Background: an optimization exercise with open tools, aiming at small area. Do not read the settings as production practice. At most, simulation tests tie the RTL to the original design; equivalence was not proved. No driver is modelled on the clock port, so clocking that relies on it looks cheaper here than on a real chip. Power and IR drop assume default switching activity.

// SDRAM_arbit
module SDRAM_arbit(
    input                   sysclk_100M         ,
    input                   rst_n               ,
    output                  CKE                 ,
    output                  cs_n                ,
    output  reg             ras_n               ,
    output  reg             cas_n               ,
    output  reg             we_n                ,
    output          [12:0]  addr                ,
    output          [ 1:0]  ba                  ,
    output          [ 1:0]  dqm                 ,
    output                  dq_oe               ,   
    input                   write_trig          ,   
    output                  write_data_vld      ,   
    input                   read_trig           ,
    output                  read_data_vld       ,   
    output  reg             write_end
);
localparam  RW      = 10                        ;    
localparam  [RW-1:0] ROW_LAST = 938 - 1;    
localparam  [6:0]    COL_LAST = (256 >> 2) - 1;  
localparam  [2:0]   A_INIT  = 3'b000 ,
                    A_ARB_R = 3'b001 ,
                    A_ARB_W = 3'b011 ,
                    A_REF_R = 3'b101 ,
                    A_REF_W = 3'b111 ,
                    A_WR    = 3'b010 ,
                    A_RD    = 3'b100 ;
reg     [ 2:0]  ast         ;
wire    a_init  = (ast == A_INIT)                       ;
  ...
Size in the first run: about 410 cells after synthesis.
export LEC_CHECK = 0
export CAP_MARGIN = 20
export CORE_MARGIN = 2
export CORE_UTILIZATION = 40
export SLEW_MARGIN = 20
create_clock -name core_clock -period 10.0 [get_ports {sysclk_100M}]
standard.sh (not shown) runs the stock make flow with config.mk's settings and CLKGATE_MAP_FILE= SYNTH_SCRIPT=/design/flow/synth_recipe.tcl, a recipe that flattens the netlist after the stock synthesis.
==> flow/flow/run.sh <==
#!/bin/bash
# The standard layout (standard.sh: standard synthesis, floorplan, place,
# CTS, route, finish) with changes made only through ORFS's own variables:
#  - after floorplan, OpenROAD's restructure re-maps the combinational logic
#    for area (flow/remap.tcl), with the platform's liberty less its
#    don't-use cells (flow/filter_lib.py); registers are not touched;
#  - the port buffers use the smallest buffer cell (buf_1);
#  - clock tree synthesis builds the tree from clkbuf_4 without dummy loads,
#    then buffers driving more than 9 pins become clkbuf_8 (flow/clk.tcl);
#  - one tie-high and one tie-low cell drive all constant pins and ports
#    (ORFS's tie fanout repair is skipped; flow/ties.tcl merges the tie cells
#    that restructure inserts);
#  - after clock tree synthesis, cells are sized down where timing allows
#    (flow/recover.tcl).
# All tool output goes to standard.log here and to ORFS's logs under orfs/.
cp standard.sh standard_sh_copy.log
export BUFFER_PORTS_ARGS="-buffer_cell sky130_fd_sc_hd__buf_1"
export CTS_ARGS="-sink_clustering_enable -repair_clock_nets -dont_use_dummy_load -buf_list sky130_fd_sc_hd__clkbuf_4 -root_buf sky130_fd_sc_hd__clkbuf_4"
export SKIP_REPAIR_TIE_FANOUT=1
export POST_FLOORPLAN_TCL="$(pwd)/flow/remap.tcl"
export POST_CTS_TCL="$(pwd)/flow/clk.tcl"
bash standard.sh > standard.log 2>&1
Other scripts of this flow, unchanged in this note and not shown: flow/flow/clk.tcl, flow/flow/filter_lib.py, flow/flow/recover.tcl, flow/flow/remap.tcl, flow/flow/ties.tcl
Edit:
--- a/flow/design.v
+++ b/flow/design.v
@@ -125,25 +125,23 @@
 end
 localparam  [3:0]   R_IDLE  = 4'd0 ,
                     R_REQ0  = 4'd1 ,
                     R_REQ1  = 4'd2 ,
                     R_ACT0  = 4'd3 ,
                     R_ACT1  = 4'd4 ,
                     R_PRE   = 4'd5 ,
-                    R_RDF   = 4'd6 ,     
-                    R_ACT1P = 4'd7 ;     
+                    R_RDF   = 4'd6 ;     
 reg     [ 3:0]  rst         ;
 reg             r_pc        ;
+reg             r_pe        ;
 reg             read_end    ;
 reg     [ 6:0]  r_col       ;
 reg     [RW-1:0] r_row      ;
 reg             r_bank      ;    
 wire    r_rd    = rst[3];
-wire    r_act1  = (rst == R_ACT1) | (rst == R_ACT1P);
-wire    r_pe    = (r_pc & (rst != R_PRE)) | (rst == R_ACT1P);
 wire    r_row_last = &(r_row | ~ROW_LAST);
 wire    r_col_last = (r_col == COL_LAST);
 wire    r_req   = (rst == R_REQ1) | ((rst == R_ACT0) & ~r_pc);
 wire    ack_r   = a_rd & (rst == R_REQ1);
 wire    r_c7    = (rst == 4'b1111);
 wire    r_p7    = (rst == 4'b1000) | ((rst == R_PRE) & ~r_pc);
 assign  read_data_vld = (r_rd & rst[2] & (rst[1:0] != 2'd0)) | r_p7;
@@ -158,38 +156,39 @@
             rst <= {1'b1, rst[2:0] + 3'd1};
         else
             rst <= R_PRE;
     end else case (rst)
         R_IDLE: if (read_trig) rst <= R_REQ0;
         R_REQ0: rst <= R_REQ1;
         R_REQ1: if (ack_r) rst <= R_ACT0;
-        R_ACT0: rst <= r_pc ? R_ACT1P : R_ACT1;
-        R_ACT1,
-        R_ACT1P: rst <= R_RDF;
+        R_ACT0: rst <= R_ACT1;
+        R_ACT1: rst <= R_RDF;
         R_RDF:  rst <= 4'b1001;
         R_PRE:  if (r_pc) begin
                     if (read_end)       rst <= R_IDLE;
                     else if (ref_req)   rst <= R_REQ0;
                     else                rst <= R_ACT0;
                 end
         default: rst <= R_IDLE;
     endcase
 end
 always @(posedge sysclk_100M) begin
     if (rst_n == 1'b0) begin
         r_pc            <= 1'b0;
+        r_pe            <= 1'b0;
         read_end        <= 1'b1;
         r_col           <= 7'd0;
         r_row           <= {RW{1'b0}};
         r_bank          <= 1'b0;
     end else begin
         r_pc            <= (rst == R_PRE);
+        r_pe            <= r_pc;
         if (rst == 4'b1110 && r_col[5:0] == 6'h3f)
             read_end    <= 1'b1;
-        else if (rst == R_ACT0 || r_act1)
+        else if (rst == R_ACT0 || rst == R_ACT1)
             read_end    <= 1'b0;
         if (r_p7 & r_col_last & r_row_last)
             {r_row, r_col}  <= {(RW+7){1'b0}};
         else
             {r_row, r_col}  <= {r_row, r_col} ^ r_cy;
         if (r_c7 & r_col_last & r_row_last)
             r_bank      <= ~w_bank;
@@ -211,21 +210,21 @@
         A_REF_W: if (ref_last)  ast <= A_ARB_W;
         A_WR:    if (w_pe & (ref_req | write_end)) ast <= A_ARB_W;
         A_RD:    if (r_pe & (ref_req | read_end))  ast <= A_ARB_R;
         default: ast <= A_INIT;
     endcase
 end
 wire        w_is_row = (wst == W_ACT1) | (wst == W_WRF);
-wire        r_is_row = r_act1 | (rst == R_RDF);
+wire        r_is_row = (rst == R_ACT1) | (rst == R_RDF);
 wire        r_is_col = (r_rd & (rst[2:0] != 3'd0)) | r_p7;
 wire    i_pre   = a_init & c_hi & (w_al[3:0] == 4'd2);     
 wire    i_ref   = a_init & c_hi & (w_al[3:0] == 4'd4);     
 wire    i_mrs   = init_last;                                
 wire    f_ref   = a_ref & ref_cmd;
-wire    c_act   = (a_wr & (wst == W_ACT1)) | (a_rd & r_act1);
+wire    c_act   = (a_wr & (wst == W_ACT1)) | (a_rd & (rst == R_ACT1));
 wire    c_pre   = (a_wr & (wst == W_PRE) & w_pc) | (a_rd & (rst == R_PRE) & r_pc) | i_pre;
 wire    c_wr    = a_wr & write_data_vld & (w_al[1:0] == 2'd0);
 wire    c_rd    = a_rd & (rst == 4'b1001);
 wire    c_ref   = i_ref | f_ref;
 wire    s_wrow  = a_wr & w_is_row;
 wire    s_wcol  = a_wr & ~w_is_row;
 wire    s_rrow  = a_rd & r_is_row;
Effect:
- The changed run went through all stages and came out clean
- total power went down by roughly a tenth
- final area drops by a few percent
- critical path depth came out lower by 2
- cell count came out lower by a few percent
- via count is lower slightly
- wire length goes up slightly
- die area rises slightly
- setup slack improved by 0.27 ns
- first-iteration DRC count came out lower slightly
No functional check of the RTL was part of the first run of this note.

## separate check: timing with driven ports
The results above use ideal ports. As a check the final layouts listed here were re-extracted and re-timed, cells and wires unchanged. Step 1: set_driving_cell puts a clkbuf_16 on sysclk_100M and a buf_2 on each other input, an assumption about the parent block. Step 2 moves the port delays by t, midway between the first and last clock arrival at a register: inputs arrive t later, outputs are due t later. That takes back most of the time a late clock gives input paths. Slacks: ideal ports / drivers / drivers and shift; pairs: ideal ports / drivers.
run | t (ns) | setup WS [ns] | worst hold slack (ns) | latest minus earliest clock arrival (ns) | worst register clock-pin slew, ns
the first run | 0.438 | 5.520 / 5.491 / 5.595 | 0.408 / 0.408 / 0.408 | 0.031 / 0.031 | 0.10 / 0.10
the second run | 0.445 | 5.790 / 5.761 / 5.772 | 0.427 / 0.427 / 0.427 | 0.031 / 0.031 | 0.10 / 0.10
After both steps setup and hold are still met in every run listed. The setup slack of the second run, which loses most, moves by -0.029 ns with the drivers and by -0.018 ns with both steps.
